This is an optimization exercise on Yosys and OpenROAD, whose aim is small area, a short achievable clock period and few clock cycles, not a production implementation.
No run shown here included a check of the RTL's function; only the layout flow was run.
Power figures rest on the tool's default switching activity, not on a simulated workload.

$ cat flow/run.sh
#!/bin/bash
# Layout flow: the standard flow (standard.sh, unchanged synthesis),
# with repair_timing aiming for 8.25 ns of setup slack and the port buffers
# made from buf_4 cells. Full tool output goes to standard.log.
set -e
bash standard.sh CORE_UTILIZATION=60 PLACE_DENSITY=0.7 SETUP_SLACK_MARGIN=8.25 TNS_END_PERCENT=100 CTS_CLUSTER_SIZE=30 CTS_CLUSTER_DIAMETER=80 \
    'BUFFER_PORTS_ARGS=-buffer_cell sky130_fd_sc_hd__buf_4' finish > standard.log 2>&1
$ cat standard.sh
#!/bin/bash
# synth_recipe.tcl (not shown) runs the flow's synth.tcl, then flattens the netlist and writes it again
# the make line also repeats each setting of config.mk as NAME=value (left out here)
make -C /OpenROAD-flow-scripts/flow DESIGN_CONFIG=/design/flow/config.mk WORK_HOME=/design/flow/orfs CLKGATE_MAP_FILE= SYNTH_SCRIPT=/design/flow/synth_recipe.tcl "${@:-finish}"
$ cat config.mk
export PLATFORM = sky130hd
export DESIGN_NAME = FFT
export DESIGN_NICKNAME = FFT
export VERILOG_FILES = /design/flow/design.v
export SDC_FILE = /design/flow/constraint.sdc
export NUM_CORES = 4
export LEC_CHECK = 0
export CAP_MARGIN = 20
export CORE_MARGIN = 2
export CORE_UTILIZATION = 60
export PLACE_DENSITY = 0.7
export SLEW_MARGIN = 20
$ cat constraint.sdc
create_clock -name core_clock -period 12.0 [get_ports {clk}]
set_input_delay 2.4000 -clock core_clock [delete_from_list [all_inputs] [get_ports {clk}]]
set_output_delay 2.4000 -clock core_clock [all_outputs]
set_load 0.01 [all_outputs]
$ cat design.v
module twb #(parameter RW = 14, parameter PW = 20) (
    input  signed [RW-1:0] r1,
    input  signed [RW-1:0] r2,
    input  ben, bneg, cen, cneg, den, e16, e32, fen, f8, fneg,
    input  [5:0] kr,
    input  [5:0] ki,
    output [PW-1:0] sr, cr,
    output [PW-1:0] si, ci
);
wire signed [PW-1:0] x1 = r1, x2 = r2;
wire fpos = ~fneg;
wire [PW-1:0] a1 = {x1[PW-7:0], kr};
wire [PW-1:0] a2 = {x2[PW-7:0], ki};
wire [PW-1:0] b1 = ({PW{ben}} & x1) ^ {PW{bneg}};
wire [PW-1:0] b2 = ({PW{ben}} & x2) ^ {PW{bneg}};
wire [PW-1:0] c1 = ({PW{cen}} & (x1 <<< 2)) ^ {PW{cneg}};
wire [PW-1:0] c2 = ({PW{cen}} & (x2 <<< 2)) ^ {PW{cneg}};
wire [PW-1:0] d1 = ({PW{den}} & (x1 <<< 4)) ^ {PW{den}};
wire [PW-1:0] d2 = ({PW{den}} & (x2 <<< 4)) ^ {PW{den}};
wire [PW-1:0] e1 = ({PW{e16}} & (x1 <<< 4)) | ({PW{e32}} & (x1 <<< 5));
wire [PW-1:0] e2 = ({PW{e16}} & (x2 <<< 4)) | ({PW{e32}} & (x2 <<< 5));
wire [PW-1:0] g1 = {PW{fen}} & (f8 ? (x1 <<< 3) : (x1 <<< 2));
wire [PW-1:0] g2 = {PW{fen}} & (f8 ? (x2 <<< 3) : (x2 <<< 2));
csa6 #(.W(PW)) ur (.t1(a1), .t2(b1), .t3(c1), .t4(d1), .t5(e2), .t6(g2 ^ {PW{fneg}}), .s(sr), .c(cr));
csa6 #(.W(PW)) ui (.t1(a2), .t2(b2), .t3(c2), .t4(d2), .t5(~e1), .t6(g1 ^ {PW{fpos}}), .s(si), .c(ci));
endmodule
module csa6 #(parameter W = 20) (
    input  [W-1:0] t1, t2, t3, t4, t5, t6,
    output [W-1:0] s, c
);
wire [W-1:0] s1 = t1 ^ t2 ^ t3;
wire [W-1:0] c1 = {((t1 & t2) | (t1 & t3) | (t2 & t3)), 1'b0};
wire [W-1:0] s2 = t4 ^ t5 ^ t6;
wire [W-1:0] c2 = {((t4 & t5) | (t4 & t6) | (t5 & t6)), 1'b0};
wire [W-1:0] s3 = s1 ^ c1 ^ s2;
wire [W-1:0] c3 = {((s1 & c1) | (s1 & s2) | (c1 & s2)), 1'b0};
assign s = s3 ^ c3 ^ c2;
assign c = {((s3 & c3) | (s3 & c2) | (c3 & c2)), 1'b0};
endmodule
module tpa #(parameter W = 14) (
    input  signed [W-2:0] vr,
    input  signed [W-2:0] vi,
    input  e,
    output [W-1:0] r1,
    output [W-1:0] r2
);
wire signed [W-1:0] xr = vr, xi = vi;
assign r1 = xr + ({W{e}} & xi);
wire [W:0] t = {xi, 1'b1} + {({W{e}} & ~xr), e};
assign r2 = t[W:1];
endmodule
module bfd #(parameter W = 13) (
    input  [W-1:0] tr, ti, vr, vi,
    input  [1:0] w,
    output [W-1:0] fr, fi
);
wire nx = w[1] | w[0], ny = w[1] & w[0], px = ~nx, py = ~ny;
wire [W:0] zx = {tr, 1'b1} + {~vr, px};
wire [W:0] zy = {ti, 1'b1} + {~vi, py};
wire [W-1:0] x = zx[W:1] ^ {W{nx}};
wire [W-1:0] y = zy[W:1] ^ {W{ny}};
assign fr = w[1] ? y : x;
assign fi = w[1] ? x : y;
endmodule
module t45 (
    input  signed [22:0] x,
    input  e,
    output [27:0] s, c
);
wire signed [27:0] y = x;
wire [27:0] g = {28{e}} & y;
wire [27:0] t1 = {y[21:0], 4'b0000, e, 1'b0};    
wire [27:0] t2 = g;
wire [27:0] t3 = ~{g[25:0], 2'b00} & {28{e}};
wire [27:0] t4 = ~{g[23:0], 4'b0000} & {28{e}};
wire [27:0] s1 = t1 ^ t2 ^ t3;
wire [27:0] c1 = {((t1 & t2) | (t1 & t3) | (t2 & t3)), 1'b0};
assign s = s1 ^ c1 ^ t4;
assign c = {((s1 & c1) | (s1 & t4) | (c1 & t4)), 1'b0};
endmodule
module twb2 #(parameter RW = 22, parameter PW = 27) (
    input  signed [RW-1:0] r1,
    input  signed [RW-1:0] r2,
    input  k2, k4,
    output [PW-1:0] sr, cr,
    output [PW-1:0] si, ci
);
wire signed [PW-1:0] x1 = r1, x2 = r2;
wire en = k2 | k4;
wire [1:0] k = {k2 | k4, k2};    
wire [PW-1:0] a1 = {x1[PW-7:0], 4'b0000, k};
wire [PW-1:0] a2 = {x2[PW-7:0], 4'b0000, k};
wire [PW-1:0] b1 = ({PW{en}} & x1) ^ {PW{k2}};
wire [PW-1:0] b2 = ({PW{en}} & x2) ^ {PW{k2}};
wire [PW-1:0] c1 = ~(x1 <<< 2) & {PW{en}};
wire [PW-1:0] c2 = ~(x2 <<< 2) & {PW{en}};
wire [PW-1:0] d1 = ~(x1 <<< 4) & {PW{k4}};
wire [PW-1:0] d2 = ~(x2 <<< 4) & {PW{k4}};
wire [PW-1:0] e2 = (x2 <<< 5) & {PW{k2}};         
wire [PW-1:0] e1 = ~(x1 <<< 5) & {PW{k2}};        
wire [PW-1:0] f2 = ~(x2 <<< 3) & {PW{k2}};        
wire [PW-1:0] f1 = (x1 <<< 3) & {PW{k2}};         
csa6 #(.W(PW)) ur (.t1(a1), .t2(b1), .t3(c1), .t4(d1), .t5(e2), .t6(f2), .s(sr), .c(cr));
csa6 #(.W(PW)) ui (.t1(a2), .t2(b2), .t3(c2), .t4(d2), .t5(e1), .t6(f1), .s(si), .c(ci));
endmodule
module FFT(
input clk,
input rst_n,
input in_valid,
input signed [11:0] din_r,
input signed [11:0] din_i,
output out_valid,
output signed [15:0] dout_r,
output signed [15:0] dout_i
);
integer k;
function [21:0] tc1;
    input [3:0] n;
    case (n)
        4'd0: tc1 = 22'b0000000000_000000_000010;   
        4'd1: tc1 = 22'b1100010101_000010_000010;   
        4'd2: tc1 = 22'b1111001111_000011_000011;   
        4'd3: tc1 = 22'b1010101100_000001_000011;   
        4'd4: tc1 = 22'b1011100000_000010_000100;   
        4'd5: tc1 = 22'b1010101100_000001_000011;   
        4'd6: tc1 = 22'b1111001111_000011_000011;   
        4'd7: tc1 = 22'b1100010101_000010_000010;   
        4'd8: tc1 = 22'b0000000000_000000_000010;   
        4'd9: tc1 = 22'b1100010101_000010_000010;   
        4'd10: tc1 = 22'b1111001111_000011_000011;   
        4'd11: tc1 = 22'b1010101100_000001_000011;   
        4'd12: tc1 = 22'b1011100000_000010_000100;   
        4'd13: tc1 = 22'b1010101100_000001_000011;   
        4'd14: tc1 = 22'b1111001111_000011_000011;   
        4'd15: tc1 = 22'b1100010101_000010_000010;   
        default: tc1 = 22'd0;
    endcase
endfunction
function [0:0] ts1;
    input [3:0] n;
    case (n)
        4'd0: ts1 = 1'b0;
        4'd1: ts1 = 1'b0;
        4'd2: ts1 = 1'b0;
        4'd3: ts1 = 1'b0;
        4'd4: ts1 = 1'b0;
        4'd5: ts1 = 1'b1;
        4'd6: ts1 = 1'b1;
        4'd7: ts1 = 1'b1;
        4'd8: ts1 = 1'b0;
        4'd9: ts1 = 1'b0;
        4'd10: ts1 = 1'b0;
        4'd11: ts1 = 1'b0;
        4'd12: ts1 = 1'b0;
        4'd13: ts1 = 1'b1;
        4'd14: ts1 = 1'b1;
        4'd15: ts1 = 1'b1;
        default: ts1 = 1'd0;
    endcase
endfunction
function [0:0] te1;
    input [3:0] n;
    case (n)
        4'd0: te1 = 1'b0;
        4'd1: te1 = 1'b0;
        4'd2: te1 = 1'b0;
        4'd3: te1 = 1'b0;
        4'd4: te1 = 1'b1;
        4'd5: te1 = 1'b0;
        4'd6: te1 = 1'b0;
        4'd7: te1 = 1'b0;
        4'd8: te1 = 1'b0;
        4'd9: te1 = 1'b0;
        4'd10: te1 = 1'b0;
        4'd11: te1 = 1'b0;
        4'd12: te1 = 1'b1;
        4'd13: te1 = 1'b0;
        4'd14: te1 = 1'b0;
        4'd15: te1 = 1'b0;
        default: te1 = 1'd0;
    endcase
endfunction
function [1:0] wr1;
    input [3:0] n;
    case (n)
        4'd0: wr1 = 2'b00;
        4'd1: wr1 = 2'b00;
        4'd2: wr1 = 2'b00;
        4'd3: wr1 = 2'b00;
        4'd4: wr1 = 2'b00;
        4'd5: wr1 = 2'b01;
        4'd6: wr1 = 2'b01;
        4'd7: wr1 = 2'b01;
        4'd8: wr1 = 2'b10;
        4'd9: wr1 = 2'b10;
        4'd10: wr1 = 2'b10;
        4'd11: wr1 = 2'b10;
        4'd12: wr1 = 2'b10;
        4'd13: wr1 = 2'b11;
        4'd14: wr1 = 2'b11;
        4'd15: wr1 = 2'b11;
        default: wr1 = 2'd0;
    endcase
endfunction
function [21:0] tc2;
    input [2:0] n;
    case (n)
        3'd0: tc2 = 22'b0000000000_000000_000010;   
        3'd1: tc2 = 22'b1111001111_000011_000011;   
        3'd2: tc2 = 22'b1011100000_000010_000100;   
        3'd3: tc2 = 22'b1111001111_000011_000011;   
        3'd4: tc2 = 22'b0000000000_000000_000010;   
        3'd5: tc2 = 22'b1111001111_000011_000011;   
        3'd6: tc2 = 22'b1011100000_000010_000100;   
        3'd7: tc2 = 22'b1111001111_000011_000011;   
        default: tc2 = 22'd0;
    endcase
endfunction
function [0:0] ts2;
    input [2:0] n;
    case (n)
        3'd0: ts2 = 1'b0;
        3'd1: ts2 = 1'b0;
        3'd2: ts2 = 1'b0;
        3'd3: ts2 = 1'b1;
        3'd4: ts2 = 1'b0;
        3'd5: ts2 = 1'b0;
        3'd6: ts2 = 1'b0;
        3'd7: ts2 = 1'b1;
        default: ts2 = 1'd0;
    endcase
endfunction
function [0:0] te2;
    input [2:0] n;
    case (n)
        3'd0: te2 = 1'b0;
        3'd1: te2 = 1'b0;
        3'd2: te2 = 1'b1;
        3'd3: te2 = 1'b0;
        3'd4: te2 = 1'b0;
        3'd5: te2 = 1'b0;
        3'd6: te2 = 1'b1;
        3'd7: te2 = 1'b0;
        default: te2 = 1'd0;
    endcase
endfunction
function [1:0] wr2;
    input [2:0] n;
    case (n)
        3'd0: wr2 = 2'b00;
        3'd1: wr2 = 2'b00;
        3'd2: wr2 = 2'b00;
        3'd3: wr2 = 2'b01;
        3'd4: wr2 = 2'b10;
        3'd5: wr2 = 2'b10;
        3'd6: wr2 = 2'b10;
        3'd7: wr2 = 2'b11;
        default: wr2 = 2'd0;
    endcase
endfunction
function te2k;
    input [2:0] n;
    case (n)
        3'd0: te2k = 1'b0;
        3'd1: te2k = 1'b0;
        3'd2: te2k = 1'b1;
        3'd3: te2k = 1'b0;
        3'd4: te2k = 1'b0;
        3'd5: te2k = 1'b0;
        3'd6: te2k = 1'b1;
        3'd7: te2k = 1'b0;
        default: te2k = 1'b0;
    endcase
endfunction
function [21:0] tc3;
    input [1:0] n;
    case (n)
        2'd0: tc3 = 22'b0000000000_000000_000010;   
        2'd1: tc3 = 22'b1011100000_000010_000100;   
        2'd2: tc3 = 22'b0000000000_000000_000010;   
        2'd3: tc3 = 22'b1011100000_000010_000100;   
        default: tc3 = 22'd0;
    endcase
endfunction
function [0:0] ts3;
    input [1:0] n;
    case (n)
        2'd0: ts3 = 1'b0;
        2'd1: ts3 = 1'b0;
        2'd2: ts3 = 1'b0;
        2'd3: ts3 = 1'b0;
        default: ts3 = 1'd0;
    endcase
endfunction
function [0:0] te3;
    input [1:0] n;
    case (n)
        2'd0: te3 = 1'b0;
        2'd1: te3 = 1'b1;
        2'd2: te3 = 1'b0;
        2'd3: te3 = 1'b1;
        default: te3 = 1'd0;
    endcase
endfunction
function [1:0] wr3;
    input [1:0] n;
    case (n)
        2'd0: wr3 = 2'b00;
        2'd1: wr3 = 2'b00;
        2'd2: wr3 = 2'b10;
        2'd3: wr3 = 2'b10;
        default: wr3 = 2'd0;
    endcase
endfunction
reg [6:0] cnt;       
reg       ov;
localparam CW = 32;
function [CW-1:0] ctlf;
    input [6:0] c;
    reg [6:0] i1, i2, i3, i4, i5, ja, jb, n1, n2, n3;
    begin
        i1 = c - 7'd1;  n1 = c + 7'd1;
        i2 = c - 7'd18; n2 = c - 7'd16;
        i3 = c - 7'd27; n3 = c - 7'd25;
        i4 = c - 7'd32;
        i5 = c - 7'd35;
        ja = c - 7'd36;
        jb = c - 7'd51;
        ctlf = {i1[4], n1[3:0], te1(n1[3:0]) & ~n1[4], wr1(i1[3:0]),         
                i2[3], n2[2:0], te2(n2[2:0]) & ~n2[3], wr2(i2[2:0]),         
                i3[2], n3[1:0], te3(n3[1:0]) & ~n3[2], wr3(i3[1:0]),         
                i4[1], i4[0], 1'b0,                                 
                i5[0], ja[4] & ~ja[0], jb[3] & ~jb[1],              
                5'd0};
    end
endfunction
reg [CW-1:0] ctl;
always @(posedge clk or negedge rst_n) begin
    if (!rst_n) begin
        cnt <= 7'd0;
        ov  <= 1'b0;
        ctl <= ctlf(7'd0);
    end else begin
        if ((cnt != 7'd0 || in_valid) && cnt != 7'd127) cnt <= cnt + 7'd1;
        ctl <= (cnt != 7'd0 || in_valid) ? ctlf(cnt + 7'd1) : ctlf(7'd0);
        ov  <= (cnt >= 7'd57);     
    end
end
assign out_valid = ov;
wire       ph1 = ctl[31];
wire [3:0] m1  = ctl[30:27];
wire       e1  = ctl[26];
wire [1:0] w1  = ctl[25:24];
wire       ph2 = ctl[23];
wire [2:0] m2  = ctl[22:20];
wire       e2  = ctl[19];
wire [1:0] w2  = ctl[18:17];
wire       ph3 = ctl[16];
wire [1:0] m3  = ctl[15:14];
wire       e3  = ctl[13];
wire [1:0] w3  = ctl[12:11];
wire       ph4 = ctl[10];
wire [1:0] w4  = {ctl[9], 1'b0};
wire       ph5 = ctl[7];
wire       sela = ctl[6];
wire       selb = ctl[5];
reg signed [11:0] xr, xi;
always @(posedge clk) begin
    xr <= din_r;
    xi <= din_i;
end
reg signed [12:0] d1r [0:13];
reg signed [12:0] d1i [0:13];
reg signed [13:0] d1r14, d1i14, d1r15, d1i15;
wire signed [12:0] t1r = d1r15[12:0], t1i = d1i15[12:0];
wire signed [12:0] f1r, f1i;
bfd #(.W(13)) bf1 (.tr(t1r), .ti(t1i), .vr({xr[11], xr}), .vi({xi[11], xi}), .w(w1), .fr(f1r), .fi(f1i));
always @(posedge clk) begin
    d1r[0] <= ph1 ? f1r : {xr[11], xr};
    d1i[0] <= ph1 ? f1i : {xi[11], xi};
    for (k = 1; k < 14; k = k + 1) begin
        d1r[k] <= d1r[k-1];
        d1i[k] <= d1i[k-1];
    end
    d1r14 <= r1r; d1i14 <= r1i;
    d1r15 <= d1r14; d1i15 <= d1i14;
end
wire [13:0] r1r, r1i;
tpa #(.W(14)) ta1 (.vr(d1r[13]), .vi(d1i[13]), .e(e1), .r1(r1r), .r2(r1i));
reg [21:0] a1c;
reg a1s;
always @(posedge clk) begin
    a1c <= tc1(m1); a1s <= ts1(m1);
end
wire [19:0] b1sr, b1cr, b1si, b1ci;
twb #(.RW(14), .PW(20)) tw1 (.r1(d1r14), .r2(d1i14),
    .ben(a1c[21]), .bneg(a1c[20]), .cen(a1c[19]), .cneg(a1c[18]), .den(a1c[17]),
    .e16(a1c[16]), .e32(a1c[15]), .fen(a1c[14]), .f8(a1c[13]), .fneg(a1c[12]),
    .kr(a1c[11:6]), .ki(a1c[5:0]), .sr(b1sr), .cr(b1cr), .si(b1si), .ci(b1ci));
reg [19:0] q1sr, q1cr, q1si, q1ci;
reg q1s;
always @(posedge clk) begin
    q1sr <= b1sr; q1cr <= b1cr; q1si <= b1si; q1ci <= b1ci;
    q1s <= a1s;
end
wire [19:0] g1ar = ph1 ? {t1r[12], t1r, 6'd0} : q1sr, g1br = ph1 ? {xr[11], xr[11], xr, 6'd0} : q1cr;
wire [19:0] g1ai = ph1 ? {t1i[12], t1i, 6'd0} : q1si, g1bi = ph1 ? {xi[11], xi[11], xi, 6'd0} : q1ci;
wire [19:0] h1r = g1ar + g1br, h1i = g1ai + g1bi;
wire sw1 = q1s & ~ph1;
reg signed [19:0] o1r, o1i;
always @(posedge clk) begin
    o1r <= sw1 ? h1i : h1r;
    o1i <= sw1 ? h1r : h1i;
end
reg signed [20:0] d2r [0:5];
reg signed [20:0] d2i [0:5];
reg signed [21:0] d2r6, d2i6, d2r7, d2i7;
wire signed [20:0] t2r = d2r7[20:0], t2i = d2i7[20:0];
wire signed [20:0] f2r, f2i;
bfd #(.W(21)) bf2 (.tr(t2r), .ti(t2i), .vr({o1r[19], o1r}), .vi({o1i[19], o1i}), .w(w2), .fr(f2r), .fi(f2i));
always @(posedge clk) begin
    d2r[0] <= ph2 ? f2r : o1r;
    d2i[0] <= ph2 ? f2i : o1i;
    for (k = 1; k < 6; k = k + 1) begin
        d2r[k] <= d2r[k-1];
        d2i[k] <= d2i[k-1];
    end
    d2r6 <= r2r; d2i6 <= r2i;
    d2r7 <= d2r6; d2i7 <= d2i6;
end
wire [21:0] r2r, r2i;
tpa #(.W(22)) ta2 (.vr(d2r[5]), .vi(d2i[5]), .e(e2), .r1(r2r), .r2(r2i));
reg a2k2, a2k4;
reg a2s;
always @(posedge clk) begin
    a2k2 <= tc2(m2) == tc2(3'd1); a2k4 <= te2k(m2); a2s <= ts2(m2);
end
wire [26:0] b2sr, b2cr, b2si, b2ci;
twb2 #(.RW(22), .PW(27)) tw2 (.r1(d2r6), .r2(d2i6), .k2(a2k2), .k4(a2k4),
    .sr(b2sr), .cr(b2cr), .si(b2si), .ci(b2ci));
reg [26:0] q2sr, q2cr, q2si, q2ci;
reg q2s;
always @(posedge clk) begin
    q2sr <= b2sr; q2cr <= b2cr; q2si <= b2si; q2ci <= b2ci;
    q2s <= a2s;
end
wire [26:0] g2ar = ph2 ? {t2r, 6'd0} : q2sr, g2br = ph2 ? {o1r[19], o1r, 6'd0} : q2cr;
wire [26:0] g2ai = ph2 ? {t2i, 6'd0} : q2si, g2bi = ph2 ? {o1i[19], o1i, 6'd0} : q2ci;
wire [26:0] h2r = g2ar + g2br, h2i = g2ai + g2bi;
wire sw2 = q2s & ~ph2;
reg signed [20:0] o2r, o2i;
always @(posedge clk) begin
    o2r <= sw2 ? h2i[26:6] : h2r[26:6];
    o2i <= sw2 ? h2r[26:6] : h2i[26:6];
end
reg signed [21:0] d3r [0:1];
reg signed [21:0] d3i [0:1];
reg signed [22:0] d3r2, d3i2, d3r3, d3i3;
wire signed [21:0] t3r = d3r3[21:0], t3i = d3i3[21:0];
wire signed [21:0] f3r, f3i;
bfd #(.W(22)) bf3 (.tr(t3r), .ti(t3i), .vr({o2r[20], o2r}), .vi({o2i[20], o2i}), .w(w3), .fr(f3r), .fi(f3i));
always @(posedge clk) begin
    d3r[0] <= ph3 ? f3r : o2r;
    d3i[0] <= ph3 ? f3i : o2i;
    d3r[1] <= d3r[0];
    d3i[1] <= d3i[0];
    d3r2 <= r3r; d3i2 <= r3i;
    d3r3 <= d3r2; d3i3 <= d3i2;
end
wire [22:0] r3r, r3i;
tpa #(.W(23)) ta3 (.vr(d3r[1]), .vi(d3i[1]), .e(e3), .r1(r3r), .r2(r3i));
reg a3k;
always @(posedge clk) a3k <= te3(m3);
wire [27:0] b3sr, b3cr, b3si, b3ci;
t45 tm3r (.x(d3r2), .e(a3k), .s(b3sr), .c(b3cr));
t45 tm3i (.x(d3i2), .e(a3k), .s(b3si), .c(b3ci));
reg [27:0] q3sr, q3cr, q3si, q3ci;
always @(posedge clk) begin
    q3sr <= b3sr; q3cr <= b3cr; q3si <= b3si; q3ci <= b3ci;
end
wire [27:0] g3ar = ph3 ? {t3r, 6'd0} : q3sr, g3br = ph3 ? {o2r[20], o2r, 6'd0} : q3cr;
wire [27:0] g3ai = ph3 ? {t3i, 6'd0} : q3si, g3bi = ph3 ? {o2i[20], o2i, 6'd0} : q3ci;
wire [27:0] h3r = g3ar + g3br, h3i = g3ai + g3bi;
reg signed [21:0] o3r, o3i;
always @(posedge clk) begin
    o3r <= h3r[27:6];
    o3i <= h3i[27:6];
end
reg signed [21:0] d4r [0:1];
reg signed [21:0] d4i [0:1];
wire signed [21:0] t4r = d4r[1], t4i = d4i[1];
wire signed [21:0] s4r = t4r + o3r, s4i = t4i + o3i;
wire signed [21:0] f4r, f4i;
bfd #(.W(22)) bf4 (.tr(t4r), .ti(t4i), .vr(o3r), .vi(o3i), .w(w4), .fr(f4r), .fi(f4i));
reg signed [21:0] o4r, o4i;
always @(posedge clk) begin
    d4r[0] <= ph4 ? f4r : o3r;
    d4i[0] <= ph4 ? f4i : o3i;
    d4r[1] <= d4r[0];
    d4i[1] <= d4i[0];
    o4r <= ph4 ? s4r : t4r;
    o4i <= ph4 ? s4i : t4i;
end
reg signed [21:0] d5r, d5i;
wire signed [21:0] s5r = d5r + o4r, s5i = d5i + o4i;
wire signed [21:0] f5r = d5r - o4r, f5i = d5i - o4i;
always @(posedge clk) begin
    d5r <= ph5 ? f5r : o4r;
    d5i <= ph5 ? f5i : o4i;
end
wire [31:0] o5 = ph5 ? {s5r[21:6], s5i[21:6]} : {d5r[21:6], d5i[21:6]};
reg [31:0] ba [0:14];
wire [31:0] outa = sela ? o5 : ba[14];
always @(posedge clk) begin
    ba[0] <= sela ? ba[14] : o5;
    for (k = 1; k < 15; k = k + 1) ba[k] <= ba[k-1];
end
reg [31:0] bb [0:5];
wire [31:0] outb = selb ? outa : bb[5];
always @(posedge clk) begin
    bb[0] <= selb ? bb[5] : outa;
    for (k = 1; k < 6; k = k + 1) bb[k] <= bb[k-1];
end
reg [31:0] dout;
always @(posedge clk) dout <= outb;
assign dout_r = dout[31:16];
assign dout_i = dout[15:0];
endmodule
==> metrics.md, run 1 <==
| Metric | Value |
|---|---|
| Run status | finished clean |
| Hold slack | 0.309 ns |
| Critical Path Sink Type | flip-flop |
| Clock Pin Slew Worst Setup and Hold Paths | between 0.1 and 0.15 ns |
| Die X | 397 um |
| Clk sink count | about 2,300 |
| WP data arrival | 4.42 ns |
| Max-slew violations | 0 |
| Remaining antenna violation count | 0 |
| YS warnings | 21 |
| CORE AREA | 154,000 sq um |
| Met2 routed WL | 91.8 mm |
| Hold Crit Class | reg -> reg |
| RSZ-0062 raised after global routing | yes |
| PortBufs | 59 |
| Commonest cells after routing, fill and taps aside | 2,260 x dfxtp_1, 757 x inv_1, 683 x nor2_1, 572 x ha_1, 492 x xnor2_1 |
| Wire per inst | 19.5 um |
| Asr flop ratio synth | 1.13% |
| PwrDens | 252 nW/um^2 |
| Maximum clock rate | around 260 MHz |
| HPWL Detailed | 154 mm |
| Kind of critical path | reg -> reg |
| DR iter-0 viols | 4,083 |
| Gr usage total | between 20% and 30% |
| Largest net degree at the start of global routing | 69 |
| H-tree depth | 3 |
| DR top layer | met5 |
| Num ports | 60 |
| Slew headroom | 29.6% |
| Avg Inst Size Synth | between 10 and 15 sq um |
| Worst path required time | 12.63 ns |
| Critical Path Fanout Max | 7 |
| Drt pass-1 iters | 5 |
| Synth Instances | 8,622 |
| Skew-Pair Late Insertion Delay | 0.77 ns |
| Longest Clk Path Bufs | 3 |
| Final net count | 9,678 |
| Number of global-route vias before repair | 57,746 |
| Routability congestion estimate | 0.902 |
| MaxCap Viol Count | 0 |
| Worst setup margin | 8.21 ns |
| Root Buffer | clkbuf_16 |
| Worst setup path startpoint | ctl[23] |
| CTS tree | built |
| Leading cell type in the layout, fill and taps excluded | dfxtp_1 |
| Starting Density | 60.4% |
| DR vias | 58,338 |
| Initial antenna violation count | 8 |
| Leakage | 45.3 nW |
| First-pass GRT wire length | between 300 and 400 mm |
| Fin crit period | 3.80 ns |
| Hold Violations, Final | 0 |
| Metal3 WL | roughly 13 mm |
| Syn Std Cell Area | 92,900 sq um |
| Die extent in y | 397 um |
| Final WL | 210 mm |
| FF+latch count, synth | 2,293 |
| Syn Nets | 9,653 |
| Wl on met1 | 99.7 mm |
| Fraction of layout cells with a size suffix above 1 | 10.3% |
| Worst slew pin tran | 1.05 ns |
| Rows | 144 |
| Cts hold-fix bufs | 0 |
| Number of enable flip-flop cells after synthesis | 0 |
| Routed vias/inst | 5.42 |
| Setup crit start kind | flip-flop |
| Setup violators final | 0 |
| Main synth FF type | dfxtp_1 |
| Die area | 158,000 sq um |
| Cts bufs inserted | 109 |
| Tcrit/Tclk final | 31.6% |
| Worst Skew | 0.0361 ns |
| Hold wc startpoint | d1r[10][10] |
| GR Overflow Total | 0 |
| Max IR drop VDD | 0.148 mV |
| Remaining DRCs | 0 |
| R2R Path Start | ctl[23] |
| Setup_tns | 0 ns |
| Seq/Total Area, Yosys | between 40% and 50% |
| Worst slack at placement | 6.49 ns |
| Area Growth Syn to Fin | 9.01% |
| Final Util | approximately two thirds |
| Fillcell total | ~12,000 |
| Distinct cells, synth | 98 |
[cells by family (layout without fill, tap and decap cells)]
kind of cell / count (synthesis) / in the layout / share of synthesized area (%)
flip-flops: 2293 / 2293 / 49.6
other: 0 / 4 / 0
AND/OR/NAND/NOR: 1839 / 1839 / 9.09
adder cells (fa/ha/maj): 1006 / 1006 / 16.9
XOR/XNOR: 660 / 660 / 6.22
AO/OA/AOI/OAI: 1380 / 1380 / 9.33
multiplexers: 397 / 397 / 4.68
buffers and inverters: 1047 / 1138 / 4.24
[power breakdown]
part | internal, mW | switching, mW | total, mW
registers | 10.5 | 1.44 | 11.9
logic | 3.93 | 5.11 | 9.04
clock network | 1.91 | 2.63 | 4.54
total | 16.3 | 9.18 | 25.5
[repair_timing]
item | CTS | global route
pin swaps | 24 | 53
resized for setup | 118 | 141
gates cloned | 13 | 2
buffers inserted | 50 | 29
setup endpoints to repair | 217 | 103
[layout make-up]
cell class	count	area, sq um	area share [%]
flip-flops and latches	2293	46100	45.5
multi-input cells	5282	43900	43.3
clock buffers	118	2900	2.86
inverters	766	2890	2.85
well taps	2044	2560	2.53
repair buffers	193	2020	2.00
clock inverters	59	916	0.904
repair inverters	2	10.0	0.00989
diodes	4	10.0	0.00989
[state kept, by name (all words and copies together) (netlist names), 32 cells and up]
signal and count:
d4i 44, d2r 126, d1r 182, ba 480, dout 32, d4r 44
d3i 44, d2i 126, d3r 44, bb 192, d1i 182
[synthesized netlist by cell type, drive strengths merged, types with 10 or more instances]
library cell	n	area [sq um]
a211oi	36	270
o21a	58	435
nor2b	147	920
nand3	71	355
or2	25	156
o31a	10	87.6
o21ai	361	1810
fa	411	8230
o221ai	10	93.8
a211o	11	96.3
or3	33	211
a21o	110	827
and3	29	181
xnor2	496	4340
a21boi	20	150
and2	124	776
nor2	692	2600
nand2b	72	450
clkbuf	223	837
inv	762	2860
nor3	101	505
o41ai	13	151
nand2	476	1790
o211ai	33	253
o21bai	73	548
a31oi	36	246
a22oi	37	278
dfxtp	2267	45400
xor2	164	1440
mux2i	98	981
a21oi	439	2200
mux2	299	3370
nor4	14	87.6
o22ai	14	93.8
buf	58	221
nand4	20	125
o31ai	23	178
ha	593	7420
dfrtp	17	425
a31o	11	96.3
[through the flow]
stage	instance area (sq um)	cells	power [mW]
floorplan	92900	8622	18.1
global placement	95200	10485	20.5
detailed placement	95200	10486	20.8
CTS	100000	10726	25.5
global route	101000	10757	27.2
finish	101000	10761	25.5
[final timing paths]
check	end	slack, ns	cells after the start
worst max register to register	o2i[20]	8.21	16
worst min register to register	d1r[11][10]	0.31	0
worst max-delay path	o2i[20]	8.21	16
max in group asynchronous	ctl[19]	10.00	1
min in group asynchronous	ctl[13]	1.56	1
worst min-delay path	d1r[11][10]	0.31	0
[worst max-delay path, cell delays in order, from the launching register on]
cell and delay (ns):
dfstp_4 0.69, buf_16 0.16, buf_12 0.13, mux2_2 0.36, ha_4 0.26, a21o_1 0.16, nand2_2 0.11, o211ai_4 0.12
a2111oi_4 0.35, buf_4 0.19, o31ai_4 0.08, and4_4 0.18, o31a_1 0.31, o21a_1 0.21, nor2_2 0.10, xnor2_1 0.14
mux2i_1 0.10
[routing by layer]
| metal | up-vias | track usage (%) |
|---|---|---|
| li1 | 28259 | - |
| met1 | 28259 | 39.3 |
| met2 | 1563 | 40.8 |
| met3 | 255 | 4.16 |
| met4 | 2 | 7.15 |
| met5 | - | 0 |
==> inputs of run 2 (changes only) <==
--- a/design.v
+++ b/design.v
@@ -321,7 +321,7 @@
     begin
         i1 = c - 7'd1;  n1 = c + 7'd1;
         i2 = c - 7'd18; n2 = c - 7'd16;
-        i3 = c - 7'd27; n3 = c - 7'd25;
+        i3 = c - 7'd27; n3 = c - 7'd26;
         i4 = c - 7'd32;
         i5 = c - 7'd35;
         ja = c - 7'd36;
@@ -453,9 +453,9 @@
     o2r <= sw2 ? h2i[26:6] : h2r[26:6];
     o2i <= sw2 ? h2r[26:6] : h2i[26:6];
 end
-reg signed [21:0] d3r [0:1];
-reg signed [21:0] d3i [0:1];
-reg signed [22:0] d3r2, d3i2, d3r3, d3i3;
+reg signed [21:0] d3r [0:2];
+reg signed [21:0] d3i [0:2];
+reg signed [22:0] d3r3, d3i3;
 wire signed [21:0] t3r = d3r3[21:0], t3i = d3i3[21:0];
 wire signed [21:0] f3r, f3i;
 bfd #(.W(22)) bf3 (.tr(t3r), .ti(t3i), .vr({o2r[20], o2r}), .vi({o2i[20], o2i}), .w(w3), .fr(f3r), .fi(f3i));
@@ -464,20 +464,18 @@
     d3i[0] <= ph3 ? f3i : o2i;
     d3r[1] <= d3r[0];
     d3i[1] <= d3i[0];
-    d3r2 <= r3r; d3i2 <= r3i;
-    d3r3 <= d3r2; d3i3 <= d3i2;
+    d3r[2] <= d3r[1];
+    d3i[2] <= d3i[1];
+    d3r3 <= r3r; d3i3 <= r3i;
 end
 wire [22:0] r3r, r3i;
-tpa #(.W(23)) ta3 (.vr(d3r[1]), .vi(d3i[1]), .e(e3), .r1(r3r), .r2(r3i));
+tpa #(.W(23)) ta3 (.vr(d3r[2]), .vi(d3i[2]), .e(e3), .r1(r3r), .r2(r3i));
 reg a3k;
 always @(posedge clk) a3k <= te3(m3);
 wire [27:0] b3sr, b3cr, b3si, b3ci;
-t45 tm3r (.x(d3r2), .e(a3k), .s(b3sr), .c(b3cr));
-t45 tm3i (.x(d3i2), .e(a3k), .s(b3si), .c(b3ci));
-reg [27:0] q3sr, q3cr, q3si, q3ci;
-always @(posedge clk) begin
-    q3sr <= b3sr; q3cr <= b3cr; q3si <= b3si; q3ci <= b3ci;
-end
+t45 tm3r (.x(d3r3), .e(a3k), .s(b3sr), .c(b3cr));
+t45 tm3i (.x(d3i3), .e(a3k), .s(b3si), .c(b3ci));
+wire [27:0] q3sr = b3sr, q3cr = b3cr, q3si = b3si, q3ci = b3ci;
 wire [27:0] g3ar = ph3 ? {t3r, 6'd0} : q3sr, g3br = ph3 ? {o2r[20], o2r, 6'd0} : q3cr;
 wire [27:0] g3ai = ph3 ? {t3i, 6'd0} : q3si, g3bi = ph3 ? {o2i[20], o2i, 6'd0} : q3ci;
 wire [27:0] h3r = g3ar + g3br, h3i = g3ai + g3bi;
==> run 2 against run 1 <==
  * Maximum frequency shrank 6.6%
  * Via count up 1.9%
  * Cell area shrank 1.8%
  * Combinational power grew 2.7%
  * Clock skew grew 0.030 ns
  * First-iteration DRC count increased by 2.4%
  * Utilization grew 0.33 points
  * Critical path type unchanged
  * Critical endpoint is now o3i[18]
  * Largest cell class is now multi-input combinational cells
==> metrics.md, run 2 <==
| Metric | Value |
|---|---|
| Worst path required time | approximately 13 ns |
| Kind of critical path | reg -> reg |
| Top-area cell type share of the netlist area | 47.5% |
| Remaining DRCs | 0 |
| Die X | between 300 and 400 um |
| H-tree depth | 3 |
| Rows | 142 |
| Leading cell type in the layout, fill and taps excluded | dfxtp_1 |
| Worst path cell trace | buf_4, buf_6, and2_4, ha_4, fa_1, nor2b_2, ha_1, nor4bb_1, a221o_1, a21o_1, a21oi_4, o21ai_4, a22oi_2, o31a_1, buf_4, buf_6, o21bai_4, a211oi_2, nor2_1 |
| Critical Path Fanout Max | 5 |
| HPWL Detailed | 155 mm |
| Fraction of layout cells with a size suffix above 1 | about a tenth |
| Worst slew pin tran | 0.902 ns |
| Final Cell Area | 99,400 sq um |
| Path depth of the worst reg2reg path | 19 |
| YS warnings | 21 |
| PortBufs | between 50 and 60 |
| Max reg flops | 480 |
| Setup violators final | 0 |
| Synth top cells by count | 2,159 x dfxtp_1, 855 x inv_1, 729 x nor2_1 |
| Reg2Reg Setup Slack | 7.94 ns |
| Cts hold-fix bufs | 0 |
| Number of enable flip-flop cells after synthesis | 0 |
| Area Growth Syn to Fin | 9.22% |
| Max-slew violations | 0 |
| Final WL | 211 mm |
| R2R Path Start | a3k |
| Die extent in y | roughly 400 um |
| Worst r2r dst | o3i[18] |
| Syn Std Cell Area | 91,000 sq um |
| Worst Skew | 0.0662 ns |
| CP max stage delay | roughly 0.4 ns |
| CTS tree | built |
| CORE AREA | 150,000 sq um |
| Most common cell in the netlist | dfxtp_1 |
| Avg Inst Size Synth | between 10 and 15 sq um |
| Asr flop ratio synth | 1.19% |
| Hold Crit Class | reg -> reg |
| Starting Density | 60.6% |
| Seq/Total Area, Yosys | 48.2% |
| Worst path slowest cell | dfxtp_4 |
| Number of global-route vias before repair | 57,947 |
| DR vias | about 59,000 |
| Maximum clock rate | 246 MHz |
| Hold wc startpoint | d3r[0][1] |
| Remaining antenna violation count | 0 |
| Skew-Pair Late Insertion Delay | a little under 0.8 ns |
| Clock Pin Slew Worst Setup and Hold Paths | 0.12 ns |
| Gr usage total | between 20 and 30% |
| Fillcell total | 11,836 |
| Hold slack | 0.313 ns |
| Root Buffer | clkbuf_16 |
| Top cells by area, synth | dfxtp_1 47%, fa_1 9.0%, ha_1 8.1%, xnor2_1 4.3%, inv_1 3.5% |
| Final net count | approximately 9,900 |
| GR Overflow Total | 0 |
| Setup crit end | o3i[18] |
| Routability congestion estimate | 0.931 |
| Critical Path Sink Type | flip-flop |
| WP data arrival | 4.73 ns |
| FF+latch count, synth | 2,185 |
| Distinct cells, synth | between 90 and 100 |
| First-pass GRT wire length | roughly 330 mm |
| Longest Clk Path Bufs | 3 |
| Die area | 155,000 sq um |
| Initial antenna violation count | 6 |
| Leakage | 44.5 nW |
| Main synth FF type | dfxtp_1 |
| PwrDens | approximately 250 nW/um^2 |
| Slew headroom | 39.8% |
| Cts bufs inserted | 102 |
| Tcrit/Tclk final | 33.8% |
| DR iter-0 viols | ~4,200 |
| MaxCap Viol Count | 0 |
| Dpl cell area | between 90,000 and 100,000 sq um |
| Wire per inst | 19.3 um |
| Synth Instances | 8,793 |
| Fin crit period | 4.06 ns |
| Top Registers | ba x480, bb x192 |
| Buf/Inv on CP | 4 |
| Largest net degree at the start of global routing | 92 |
| Commonest cells after routing, fill and taps aside | 2,143 x dfxtp_1, 846 x inv_1, 720 x nor2_1, 653 x nand2_1, 567 x ha_1 |
| RSZ-0062 raised after global routing | yes |
| Syn Nets | 9,820 |
| Clk sink count | 2,185 |
| Max IR drop VDD | 0.169 mV |
| Biggest register | ba |
| Hold Violations, Final | 0 |
| Drt pass-1 iters | 9 |
| Run status | finished clean |
| Post-synth top area cell | dfxtp_1 |
| Setup crit start kind | flip-flop |
| Setup_tns | 0 ns |
| Delay-heaviest family, CP | compound AO/OA/AOI/OAI gates |
| Routed vias/inst | 5.45 |
| Num ports | 60 |
| Worst setup path startpoint | a3k |
| Crit path depth | 19 |
-- run 2: cell count changes in the layout (fill, tap and decap cells not counted), moves of 25 or more --
cell | before | now
and2_1 | 124 | 85
o21ai_0 | 332 | 390
a21oi_1 | 407 | 434
mux2_2 | 287 | 211
xor2_1 | 163 | 188
nand2_1 | 471 | 653
nor2_1 | 683 | 720
dfxtp_1 | 2260 | 2143
nor2b_1 | 143 | 111
inv_1 | 757 | 846
xnor2_1 | 492 | 432
-- run 2: what timing repair did --
item	CTS	global route
endpoints found under the setup margin	255	217
pin swaps	45	78
resized for setup	152	191
gates cloned	9	3
setup buffers	55	50
-- run 2: layout make-up --
cell class | instances | area, sq um | area share, %
Sequential cell | 2185 | 43900 | 44.2
Inverter | 862 | 3250 | 3.27
Timing Repair Buffer | 220 | 2250 | 2.26
Clock buffer | 109 | 2590 | 2.60
Clock inverter | 52 | 922 | 0.928
Multi-Input combinational cell | 5467 | 43900 | 44.2
Timing Repair inverter | 1 | 5.00 | 0.00503
Tap cell | 2016 | 2520 | 2.54
Antenna cell | 2 | 5.00 | 0.00503
-- run 2: how the worst min path moves through the flow --
stage | endpoint | cells past startpoint
finish | d3r[1][1] | 0
global route | d3r[1][1] | 0
CTS | d3r[1][1] | 0
detailed placement | d1i[13][2] | 0
global placement | ba[14][23] | 0
floorplan | ba[10][0] | 0
-- run 2: logic make-up (layout without fill, tap and decap cells) --
logic type / Yosys count / in the layout / share of synthesized area, %
AO/OA/AOI/OAI: 1490 / 1490 / 10.1
XOR/XNOR: 632 / 632 / 6.08
adder cells (fa/ha/maj): 1002 / 1002 / 17.1
buffers and inverters: 1141 / 1244 / 4.72
flip-flops: 2185 / 2185 / 48.2
multiplexers: 323 / 323 / 3.85
other: 0 / 2 / 0
AND/OR/NAND/NOR: 2020 / 2020 / 9.93
-- run 2: report_power, final --
group	internal (mW)	switching (mW)	total, mW
Sequential	10.0	1.38	11.4
Clock	1.74	2.48	4.23
Combinational	3.99	5.29	9.28
-- run 2: through the flow --
stage	utilization [%]	power (mW)	setup slack (ns)	cells
after floorplan	-	17.7	7.88	8793
after global placement	62.1	20.1	6.76	10633
after detailed placement	62.1	20.3	6.70	10633
after CTS	65.3	24.7	7.96	10858
after global routing	66.1	26.5	7.76	10912
final	66.1	24.9	7.94	10914
-- run 2: per-layer routing --
| metal | global-route usage, % | vias to the layer above | wire [um] |
|---|---|---|---|
| met5 | 0 | - | 50 |
| met4 | 10.6 | 8 | 9540 |
| met3 | 2.93 | 440 | 10900 |
| met2 | 42.2 | 1572 | 94600 |
| met1 | 37.9 | 28694 | 95600 |
| li1 | - | 28730 | - |
==> inputs of run 3 (changes only) <==
--- a/design.v
+++ b/design.v
@@ -54,11 +54,10 @@
     input  [1:0] w,
     output [W-1:0] fr, fi
 );
-wire nx = w[1] | w[0], ny = w[1] & w[0], px = ~nx, py = ~ny;
+wire nx = w[1] ^ w[0], px = ~nx;
 wire [W:0] zx = {tr, 1'b1} + {~vr, px};
-wire [W:0] zy = {ti, 1'b1} + {~vi, py};
 wire [W-1:0] x = zx[W:1] ^ {W{nx}};
-wire [W-1:0] y = zy[W:1] ^ {W{ny}};
+wire [W-1:0] y = ti - vi;
 assign fr = w[1] ? y : x;
 assign fi = w[1] ? x : y;
 endmodule
@@ -81,15 +80,15 @@
 module twb2 #(parameter RW = 22, parameter PW = 27) (
     input  signed [RW-1:0] r1,
     input  signed [RW-1:0] r2,
-    input  k2, k4,
+    input  k2, k4, cj,
     output [PW-1:0] sr, cr,
     output [PW-1:0] si, ci
 );
 wire signed [PW-1:0] x1 = r1, x2 = r2;
 wire en = k2 | k4;
-wire [1:0] k = {k2 | k4, k2};    
-wire [PW-1:0] a1 = {x1[PW-7:0], 4'b0000, k};
-wire [PW-1:0] a2 = {x2[PW-7:0], 4'b0000, k};
+wire [1:0] kr = {k2 | k4, k2}, ki = {k2 | k4, k2 & ~cj};
+wire [PW-1:0] a1 = {x1[PW-7:0], 4'b0000, kr};
+wire [PW-1:0] a2 = {x2[PW-7:0], 4'b0000, ki};
 wire [PW-1:0] b1 = ({PW{en}} & x1) ^ {PW{k2}};
 wire [PW-1:0] b2 = ({PW{en}} & x2) ^ {PW{k2}};
 wire [PW-1:0] c1 = ~(x1 <<< 2) & {PW{en}};
@@ -122,17 +121,17 @@
         4'd2: tc1 = 22'b1111001111_000011_000011;   
         4'd3: tc1 = 22'b1010101100_000001_000011;   
         4'd4: tc1 = 22'b1011100000_000010_000100;   
-        4'd5: tc1 = 22'b1010101100_000001_000011;   
-        4'd6: tc1 = 22'b1111001111_000011_000011;   
-        4'd7: tc1 = 22'b1100010101_000010_000010;   
+        4'd5: tc1 = 22'b1010101100_000001_000010;   
+        4'd6: tc1 = 22'b1111001111_000011_000010;   
+        4'd7: tc1 = 22'b1100010101_000010_000001;   
         4'd8: tc1 = 22'b0000000000_000000_000010;   
         4'd9: tc1 = 22'b1100010101_000010_000010;   
         4'd10: tc1 = 22'b1111001111_000011_000011;   
         4'd11: tc1 = 22'b1010101100_000001_000011;   
         4'd12: tc1 = 22'b1011100000_000010_000100;   
-        4'd13: tc1 = 22'b1010101100_000001_000011;   
-        4'd14: tc1 = 22'b1111001111_000011_000011;   
-        4'd15: tc1 = 22'b1100010101_000010_000010;   
+        4'd13: tc1 = 22'b1010101100_000001_000010;   
+        4'd14: tc1 = 22'b1111001111_000011_000010;   
+        4'd15: tc1 = 22'b1100010101_000010_000001;   
         default: tc1 = 22'd0;
     endcase
 endfunction
@@ -188,17 +187,17 @@
         4'd2: wr1 = 2'b00;
         4'd3: wr1 = 2'b00;
         4'd4: wr1 = 2'b00;
-        4'd5: wr1 = 2'b01;
-        4'd6: wr1 = 2'b01;
-        4'd7: wr1 = 2'b01;
+        4'd5: wr1 = 2'b11;
+        4'd6: wr1 = 2'b11;
+        4'd7: wr1 = 2'b11;
         4'd8: wr1 = 2'b10;
         4'd9: wr1 = 2'b10;
         4'd10: wr1 = 2'b10;
         4'd11: wr1 = 2'b10;
         4'd12: wr1 = 2'b10;
-        4'd13: wr1 = 2'b11;
-        4'd14: wr1 = 2'b11;
-        4'd15: wr1 = 2'b11;
+        4'd13: wr1 = 2'b01;
+        4'd14: wr1 = 2'b01;
+        4'd15: wr1 = 2'b01;
         default: wr1 = 2'd0;
     endcase
 endfunction
@@ -208,11 +207,11 @@
         3'd0: tc2 = 22'b0000000000_000000_000010;   
         3'd1: tc2 = 22'b1111001111_000011_000011;   
         3'd2: tc2 = 22'b1011100000_000010_000100;   
-        3'd3: tc2 = 22'b1111001111_000011_000011;   
+        3'd3: tc2 = 22'b1111001111_000011_000010;   
         3'd4: tc2 = 22'b0000000000_000000_000010;   
         3'd5: tc2 = 22'b1111001111_000011_000011;   
         3'd6: tc2 = 22'b1011100000_000010_000100;   
-        3'd7: tc2 = 22'b1111001111_000011_000011;   
+        3'd7: tc2 = 22'b1111001111_000011_000010;   
         default: tc2 = 22'd0;
     endcase
 endfunction
@@ -250,11 +249,11 @@
         3'd0: wr2 = 2'b00;
         3'd1: wr2 = 2'b00;
         3'd2: wr2 = 2'b00;
-        3'd3: wr2 = 2'b01;
+        3'd3: wr2 = 2'b11;
         3'd4: wr2 = 2'b10;
         3'd5: wr2 = 2'b10;
         3'd6: wr2 = 2'b10;
-        3'd7: wr2 = 2'b11;
+        3'd7: wr2 = 2'b01;
         default: wr2 = 2'd0;
     endcase
 endfunction
@@ -321,7 +320,7 @@
     begin
         i1 = c - 7'd1;  n1 = c + 7'd1;
         i2 = c - 7'd18; n2 = c - 7'd16;
-        i3 = c - 7'd27; n3 = c - 7'd26;
+        i3 = c - 7'd27; n3 = c - 7'd25;
         i4 = c - 7'd32;
         i5 = c - 7'd35;
         ja = c - 7'd36;
@@ -406,11 +405,11 @@
 wire [19:0] g1ar = ph1 ? {t1r[12], t1r, 6'd0} : q1sr, g1br = ph1 ? {xr[11], xr[11], xr, 6'd0} : q1cr;
 wire [19:0] g1ai = ph1 ? {t1i[12], t1i, 6'd0} : q1si, g1bi = ph1 ? {xi[11], xi[11], xi, 6'd0} : q1ci;
 wire [19:0] h1r = g1ar + g1br, h1i = g1ai + g1bi;
-wire sw1 = q1s & ~ph1;
+wire cj1 = q1s & ~ph1;
 reg signed [19:0] o1r, o1i;
 always @(posedge clk) begin
-    o1r <= sw1 ? h1i : h1r;
-    o1i <= sw1 ? h1r : h1i;
+    o1r <= h1r;
+    o1i <= h1i ^ {20{cj1}};
 end
 reg signed [20:0] d2r [0:5];
 reg signed [20:0] d2i [0:5];
@@ -433,10 +432,11 @@
 reg a2k2, a2k4;
 reg a2s;
 always @(posedge clk) begin
-    a2k2 <= tc2(m2) == tc2(3'd1); a2k4 <= te2k(m2); a2s <= ts2(m2);
+    a2k2 <= m2[0];        
+    a2k4 <= te2k(m2); a2s <= ts2(m2);
 end
 wire [26:0] b2sr, b2cr, b2si, b2ci;
-twb2 #(.RW(22), .PW(27)) tw2 (.r1(d2r6), .r2(d2i6), .k2(a2k2), .k4(a2k4),
+twb2 #(.RW(22), .PW(27)) tw2 (.r1(d2r6), .r2(d2i6), .k2(a2k2), .k4(a2k4), .cj(a2s),
     .sr(b2sr), .cr(b2cr), .si(b2si), .ci(b2ci));
 reg [26:0] q2sr, q2cr, q2si, q2ci;
 reg q2s;
@@ -447,15 +447,15 @@
 wire [26:0] g2ar = ph2 ? {t2r, 6'd0} : q2sr, g2br = ph2 ? {o1r[19], o1r, 6'd0} : q2cr;
 wire [26:0] g2ai = ph2 ? {t2i, 6'd0} : q2si, g2bi = ph2 ? {o1i[19], o1i, 6'd0} : q2ci;
 wire [26:0] h2r = g2ar + g2br, h2i = g2ai + g2bi;
-wire sw2 = q2s & ~ph2;
+wire cj2 = q2s & ~ph2;
 reg signed [20:0] o2r, o2i;
 always @(posedge clk) begin
-    o2r <= sw2 ? h2i[26:6] : h2r[26:6];
-    o2i <= sw2 ? h2r[26:6] : h2i[26:6];
+    o2r <= h2r[26:6];
+    o2i <= h2i[26:6] ^ {21{cj2}};
 end
-reg signed [21:0] d3r [0:2];
-reg signed [21:0] d3i [0:2];
-reg signed [22:0] d3r3, d3i3;
+reg signed [21:0] d3r [0:1];
+reg signed [21:0] d3i [0:1];
+reg signed [22:0] d3r2, d3i2, d3r3, d3i3;
 wire signed [21:0] t3r = d3r3[21:0], t3i = d3i3[21:0];
 wire signed [21:0] f3r, f3i;
 bfd #(.W(22)) bf3 (.tr(t3r), .ti(t3i), .vr({o2r[20], o2r}), .vi({o2i[20], o2i}), .w(w3), .fr(f3r), .fi(f3i));
@@ -464,18 +464,20 @@
     d3i[0] <= ph3 ? f3i : o2i;
     d3r[1] <= d3r[0];
     d3i[1] <= d3i[0];
-    d3r[2] <= d3r[1];
-    d3i[2] <= d3i[1];
-    d3r3 <= r3r; d3i3 <= r3i;
+    d3r2 <= r3r; d3i2 <= r3i;
+    d3r3 <= d3r2; d3i3 <= d3i2;
 end
 wire [22:0] r3r, r3i;
-tpa #(.W(23)) ta3 (.vr(d3r[2]), .vi(d3i[2]), .e(e3), .r1(r3r), .r2(r3i));
+tpa #(.W(23)) ta3 (.vr(d3r[1]), .vi(d3i[1]), .e(e3), .r1(r3r), .r2(r3i));
 reg a3k;
 always @(posedge clk) a3k <= te3(m3);
 wire [27:0] b3sr, b3cr, b3si, b3ci;
-t45 tm3r (.x(d3r3), .e(a3k), .s(b3sr), .c(b3cr));
-t45 tm3i (.x(d3i3), .e(a3k), .s(b3si), .c(b3ci));
-wire [27:0] q3sr = b3sr, q3cr = b3cr, q3si = b3si, q3ci = b3ci;
+t45 tm3r (.x(d3r2), .e(a3k), .s(b3sr), .c(b3cr));
+t45 tm3i (.x(d3i2), .e(a3k), .s(b3si), .c(b3ci));
+reg [27:0] q3sr, q3cr, q3si, q3ci;
+always @(posedge clk) begin
+    q3sr <= b3sr; q3cr <= b3cr; q3si <= b3si; q3ci <= b3ci;
+end
 wire [27:0] g3ar = ph3 ? {t3r, 6'd0} : q3sr, g3br = ph3 ? {o2r[20], o2r, 6'd0} : q3cr;
 wire [27:0] g3ai = ph3 ? {t3i, 6'd0} : q3si, g3bi = ph3 ? {o2i[20], o2i, 6'd0} : q3ci;
 wire [27:0] h3r = g3ar + g3br, h3i = g3ai + g3bi;
==> run 3 against run 2 <==
  * Synthesized area is 2.1% higher
  * Clock skew is 0.018 ns lower
  * Critical path depth is 5 lower
  * Highest routed layer unchanged
  * Combinational power is 2.8% lower
  * Register-to-register slack better by 0.27 ns
  * Final cell count is 1.1% lower
  * Still clean on timing, DRC and antenna
  * Synthesized cell count is 1.6% lower
  * Global-route usage is 0.13 points higher
  * Clock power is 5.4% higher
  * Sequential power is 5% higher
==> metrics.md, run 3 <==
| Metric | Value |
|---|---|
| Run status | finished clean |
| Gr usage total | 26.9% |
| Longest Clk Path Bufs | 3 |
| Largest net degree at the start of global routing | 89 |
| R2R Path Start | ctl[16] |
| Root Buffer | clkbuf_16 |
| RSZ-0062 raised after global routing | yes |
| Path depth of the worst reg2reg path | 14 |
| FF+latch count, synth | ~2,300 |
| Critical Path Fanout Max | 4 |
| Skew-Pair Late Insertion Delay | between 0.7 and 0.8 ns |
| Main synth FF type | dfxtp_1 |
| Biggest register | ba |
| Final Cell Area | 102,000 sq um |
| First-pass GRT wire length | 332 mm |
| Hold Violations, Final | 0 |
| Synth Instances | 8,648 |
| Clock power frac | ~18% |
| Seq pwr share | 47.1% |
| PwrDens | 251 nW/um^2 |
| Final net count | ~9,700 |
| Area Growth Syn to Fin | 9.21% |
| Worst setup margin | 8.21 ns |
| Slew headroom | a little over a quarter |
| H-tree depth | 3 |
| Clock Pin Slew Worst Setup and Hold Paths | 0.11 ns |
| DR vias | 58,879 |
| Fillcell total | between 10,000 and 15,000 |
| Hold Crit Endpoint | ba[1][1] |
| Critical Path Sink Type | flip-flop |
| Number of enable flip-flop cells after synthesis | 0 |
| Avg Inst Size Synth | 10.7 sq um |
| Cts bufs inserted | around 110 |
| Worst slack at placement | 6.81 ns |
| Dpl cell area | 95,300 sq um |
| Max IR drop VDD | around 0.15 mV |
| Rows | about 140 |
| Setup violators final | 0 |
| Synth top cells by count | 2,268 x dfxtp_1, 783 x inv_1, 737 x nor2_1 |
| Hold Crit Depth | 0 |
| HPWL Detailed | 157 mm |
| Fraction of layout cells with a size suffix above 1 | between 9 and 10% |
| Footprint of the multi-input gates | 44,000 sq um |
| Register Area | 46,100 sq um |
| Top cells by area, synth | dfxtp_1 49%, fa_1 8.9%, ha_1 8.0%, xnor2_1 4.9%, mux2_2 3.3% |
| WP data arrival | 4.48 ns |
| Routability congestion estimate | 0.913 |
| Worst Skew | 0.0477 ns |
| Starting Density | 60.3% |
| Worst r2r dst | o3r[20] |
| Seq/Total Area, Yosys | between 40 and 50% |
| Distinct cells, synth | 91 |
| Syn Std Cell Area | ~93,000 sq um |
| Remaining antenna violation count | 0 |
| Tcrit/Tclk final | 31.6% |
| Commonest cells after routing, fill and taps aside | 2,257 x dfxtp_1, 780 x inv_1, 736 x nor2_1, 563 x ha_1, 511 x xnor2_1 |
| CORE AREA | 154,000 sq um |
| Final WL | 215 mm |
| Number of global-route vias before repair | between 50,000 and 60,000 |
| Hold Crit Class | reg -> reg |
| Setup_tns | 0 ns |
| Syn Nets | 9,681 |
| Most common cell in the netlist | dfxtp_1 |
| Fin crit period | 3.79 ns |
| P_sw | 9.29 mW |
| Worst slew pin tran | 1.11 ns |
| Top Registers | ba x480, bb x192 |
| DR iter-0 viols | 3,967 |
| MaxCap Viol Count | 0 |
| Remaining DRCs | 0 |
| Hold wc startpoint | ba[0][1] |
| Leakage | 45.3 nW |
| Clk sink count | 2,294 |
| PortBufs | 59 |
| Internal Power | between 15 and 20 mW |
| Initial antenna violation count | 9 |
| GR Overflow Total | 0 |
| Logic pwr share | 35.4% |
| Cts hold-fix bufs | 0 |
| Setup crit start kind | flip-flop |
| Die area | 158,000 sq um |
| Max reg flops | between 400 and 500 |
| Die X | 398 um |
| Max-slew violations | 0 |
| Worst path required time | between 10 and 15 ns |
| Wire per inst | 19.9 um |
| Die extent in y | a little under 400 um |
| Asr flop ratio synth | 1.13% |
| Top-area cell type share of the netlist area | between 40% and 50% |
| YS warnings | 21 |
| Maximum clock rate | 264 MHz |
| Post-synth top area cell | dfxtp_1 |
| CTS tree | built |
| Routed vias/inst | about 5.5 |
| Kind of critical path | reg -> reg |
| Drt pass-1 iters | 7 |
| Num ports | 60 |
| Leading cell type in the layout, fill and taps excluded | dfxtp_1 |
| Sw Ratio | between 30% and 40% |
| Reg2Reg Setup Slack | 8.21 ns |
-- run 3: area by class of cell --
class                      instances  area share, %
sequential                      2294           45.4
multi-input combinational       5292           43.3
inverter                         788           2.92
clock buffer                     115           2.73
tap                             2044           2.52
timing repair buffer             200           2.19
clock inverter                    56          0.907
timing repair inverter             2        0.00986
antenna                            2        0.00493
-- run 3: worst max-delay path by stage --
stage	from	end	slack, ns	cells past startpoint
floorplan	ctl[16]	o3r[21]	8.19	14
global placement	ctl[23]	o2i[20]	6.89	13
detailed placement	ctl[23]	o2i[20]	6.81	13
CTS	ctl[23]	o2i[20]	8.08	13
global route	ctl[16]	o3i[21]	8.05	14
finish	ctl[16]	o3r[20]	8.21	14
-- run 3: logic make-up after synthesis --
family,count (synthesis),share of synthesized area [%]
multiplexers,346,4.09
AND/OR/NAND/NOR,1909,9.52
adder cells (fa/ha/maj),1006,16.9
flip-flops,2294,49.6
buffers and inverters,1062,4.30
AO/OA/AOI/OAI,1357,9.29
XOR/XNOR,674,6.37
-- run 3: worst max-delay path, cell delays in order (launching register included) --
cell	delay [ns]
dfstp_4	0.70
buf_12	0.15
buf_12	0.10
buf_16	0.11
mux2_4	0.31
ha_4	0.29
nand4_1	0.13
or3b_4	0.43
o21a_4	0.22
o31a_1	0.36
o21ai_4	0.23
o41ai_4	0.10
nor2b_1	0.17
o21ai_1	0.10
a2111oi_2	0.28
-- run 3: through the flow --
step / std cells / utilization, % / total power, mW / hold slack [ns]
after floorplan: 8648 / - / 18.0 / 0.310
after global placement: 10521 / 61.9 / 20.6 / 0.310
after detailed placement: 10521 / 61.9 / 20.9 / 0.312
after CTS: 10746 / 65.3 / 25.5 / 0.309
after global routing: 10791 / 65.9 / 27.2 / 0.314
final: 10793 / 65.9 / 25.5 / 0.303
-- run 3: power by group through the flow --
stage / combinational [mW] / clock (mW) / sequential (mW)
after global placement: 8.46 / 0 / 12.1
after floorplan: 6.68 / 0 / 11.4
after CTS: 8.88 / 4.56 / 12.1
after global routing: 10.1 / 4.83 / 12.3
final: 9.02 / 4.46 / 12.0
after detailed placement: 8.71 / 0 / 12.2
-- run 3: per-layer routing --
layer	routed length, um	vias to the layer above	track usage, %
met5	43	-	0
met1	96000	28695	36.6
met4	6480	6	8.24
li1	-	28374	-
met2	101000	1466	45.0
met3	11000	338	3.27
-- run 3: repair_timing --
item | 4_1_cts | 5_1_grt
resized for setup | 148 | 116
setup endpoints to repair | 202 | 91
cloned | 12 | 5
setup buffers | 42 | 40
pin swaps | 32 | 54
==> inputs of run 4 (changes only) <==
==> flow/run.sh (replaced) <==
#!/bin/bash
# Layout flow: the standard flow (standard.sh, unchanged synthesis),
# with repair_timing aiming for 8.35 ns of setup slack and the port buffers
# made from buf_4 cells. Full tool output goes to standard.log.
set -e
bash standard.sh CORE_UTILIZATION=60 PLACE_DENSITY=0.7 SETUP_SLACK_MARGIN=8.35 TNS_END_PERCENT=100 CTS_CLUSTER_SIZE=30 CTS_CLUSTER_DIAMETER=80 \
    'BUFFER_PORTS_ARGS=-buffer_cell sky130_fd_sc_hd__buf_4' finish > standard.log 2>&1
==> run 4 against run 3 <==
  * Routed wire length grew 0.55%
  * Still clean
  * Cell area grew 0.48%
  * Sequential share of layout area shrank 0.18 points
  * Synthesized cell count is the same
  * Hold slack lost 0.023 ns
  * Die area is the same
  * Sequential cell count is the same
  * Clock-buffer cell count is the same
  * Largest cell class unchanged
==> metrics.md, run 4 <==
| Metric | Value |
|---|---|
| H-tree depth | 3 |
| CP max stage delay | approximately 0.4 ns |
| R2R Path Start | ctl[16] |
| Cts hold-fix bufs | 0 |
| Fin crit period | 3.71 ns |
| Slew headroom | 33.5% |
| GR Overflow Total | 0 |
| Crit path depth | 1 |
| Worst Skew | 0.0726 ns |
| Hold Crit Depth | 0 |
| Run status | finished clean |
| Biggest register | ba |
| Cts bufs inserted | 108 |
| WP data arrival | 1.31 ns |
| Worst slew pin tran | ~0.99 ns |
| Synth Instances | 8,648 |
| Asr flop ratio synth | 1.13% |
| YS warnings | 21 |
| Worst path cell trace | buf_6 |
| Tot Pwr | 25.7 mW |
| DR iter-0 viols | 3,861 |
| Worst slack at placement | 7.15 ns |
| Maximum clock rate | roughly 270 MHz |
| Worst path required time | 9.60 ns |
| Die area | roughly 160,000 sq um |
| Leakage | roughly 45 nW |
| Leading cell type in the layout, fill and taps excluded | dfxtp_1 |
| Die X | 398 um |
| DR vias | 58,540 |
| Hold Violations, Final | 0 |
| Final Non-Filler Cells | 10,806 |
| Worst path slowest cell | dfxtp_4 |
| Skew-Pair Late Insertion Delay | 0.80 ns |
| Syn Std Cell Area | 93,000 sq um |
| Remaining DRCs | 0 |
| CORE AREA | approximately 150,000 sq um |
| Kind of critical path | reg -> out |
| Rows | 144 |
| RSZ-0062 raised after global routing | yes |
| Final WL | 216 mm |
| Longest Clk Path Bufs | 3 |
| Hold Crit Class | reg -> reg |
| Distinct cells, synth | 91 |
| Main synth FF type | dfxtp_1 |
| Routability congestion estimate | 0.925 |
| Tcrit/Tclk final | a little under a third |
| Critical Path Sink Type | primary output |
| Wire per inst | 20.0 um |
| Fraction of layout cells with a size suffix above 1 | 10.4% |
| Commonest cells after routing, fill and taps aside | 2,226 x dfxtp_1, 780 x inv_1, 733 x nor2_1, 560 x ha_1, 510 x xnor2_1 |
| Synth top cells by count | 2,268 x dfxtp_1, 783 x inv_1, 737 x nor2_1 |
| Num ports | 60 |
| Critical Path Fanout Max | 1 |
| Worst setup margin | 8.29 ns |
| Starting Density | 60.3% |
| Most common cell in the netlist | dfxtp_1 |
| CTS tree | built |
| Setup_tns | 0 ns |
| Area Growth Syn to Fin | 9.73% |
| Die extent in y | 398 um |
| Max IR drop VDD | 0.179 mV |
| Worst setup path startpoint | dout[8] |
| Largest net degree at the start of global routing | 83 |
| Clock Pin Slew Worst Setup and Hold Paths | about 0.11 ns |
| Drt pass-1 iters | 6 |
| Setup crit start kind | flip-flop |
| Delay-heaviest family, CP | flip-flops |
| Initial antenna violation count | 15 |
| Top-area cell type share of the netlist area | 48.8% |
| Post-synth top area cell | dfxtp_1 |
| Number of global-route vias before repair | around 58,000 |
| FF+latch count, synth | 2,294 |
| Post-placement cell count | 10,523 |
| Remaining antenna violation count | 0 |
| Clk sink count | between 2,000 and 2,500 |
| Root Buffer | clkbuf_16 |
| PwrDens | 252 nW/um^2 |
| Max-slew violations | 0 |
| Top Registers | ba x480, bb x192 |
| First-pass GRT wire length | approximately 330 mm |
| Fillcell total | 11,854 |
| Setup violators final | 0 |
| Buf/Inv on CP | 1 |
| PortBufs | between 50 and 60 |
| Routed vias/inst | 5.42 |
| Final net count | about 10,000 |
| Number of enable flip-flop cells after synthesis | 0 |
| Path depth of the worst reg2reg path | 13 |
| Gr usage total | 27.0% |
| Top cells by area, synth | dfxtp_1 49%, fa_1 8.9%, ha_1 8.0%, xnor2_1 4.9%, mux2_2 3.3% |
| MaxCap Viol Count | 0 |
| Avg Inst Size Synth | around 11 sq um |
| Hold wc startpoint | d1i[8][12] |
| HPWL Detailed | 159 mm |
| Syn Nets | 9,681 |
| Max reg flops | 480 |
| Seq/Total Area, Yosys | between 40% and 50% |
-- run 4: where the power goes --
group	switching [mW]	total, mW	leakage [nW]	internal [mW]
sequential	1.52	12.0	19.4	10.5
clock	2.67	4.50	1.79	1.84
combinational	5.25	9.23	24.3	3.99
total	9.43	25.7	45.4	16.3
-- run 4: per-layer routing --
metal / vias to the layer above / share of wire [%] / global-route usage [%]
met5: - / 0.032 / 0
met4: 10 / 3.0 / 8.47
met3: 321 / 5.4 / 3.85
met2: 1433 / 47 / 44.1
met1: 28347 / 45 / 37.3
li1: 28429 / - / -
-- run 4: cell families (layout without fill, tap and decap cells) --
| logic type | count (synthesis) | after routing | share of synthesized area [%] |
|---|---|---|---|
| AOI/OAI and AO/OA | 1357 | 1357 | 9.29 |
| buffers and inverters | 1062 | 1173 | 4.30 |
| adders and majority gates | 1006 | 1006 | 16.9 |
| other | 0 | 3 | 0 |
| and+or+nand+nor | 1909 | 1909 | 9.52 |
| DFF | 2294 | 2294 | 49.6 |
| muxes | 346 | 346 | 4.09 |
| xor gates and xnor gates | 674 | 674 | 6.37 |
-- run 4: worst paths after layout --
kind                               to  slack (ns)
min                        d1i[9][12]        0.28
min reg2reg                d1i[9][12]        0.28
max reg2reg                   o3r[20]        8.29
max in group asynchronous     ctl[21]        9.95
max                         dout_i[8]        8.29
min in group asynchronous     ctl[17]        1.59
-- run 4: layout make-up --
type                            count  area (sq um)  area share [%]
Antenna cell                        3          7.51         0.00736
Timing Repair Buffer              211          2390            2.35
Sequential cell                  2294         46200            45.2
Multi-Input combinational cell   5292         44100            43.3
Clock buffer                      115          2740            2.69
Timing Repair inverter              2          10.0         0.00981
Clock inverter                     57          1020            1.00
Tap cell                         2044          2560            2.51
Inverter                          788          2980            2.92
-- run 4: through the flow --
| step | utilization (%) | hold slack [ns] | instance area, sq um |
|---|---|---|---|
| 2_1_floorplan | - | 0.310 | 93000 |
| 6_report | 66.2 | 0.280 | 102000 |
| 5_1_grt | 66.2 | 0.282 | 102000 |
| 3_3_place_gp | 61.9 | 0.310 | 95300 |
| 4_1_cts | 65.5 | 0.292 | 101000 |
| 3_5_place_dp | 61.9 | 0.312 | 95300 |
-- run 4: repair_timing --
action                                  in CTS  in global routing
resized for setup                          245                134
pin swaps                                   43                 77
endpoints found under the setup margin     256                140
gates cloned                                 8                  7
setup buffers                               58                 35

Check on run 4: ideal ports give 8.289 ns setup slack; a clkbuf_16 on the clock port and buf_2 on the inputs give 8.205 ns; moving port delays by the midpoint clock arrival (0.846 ns) as well gives 7.940 ns.
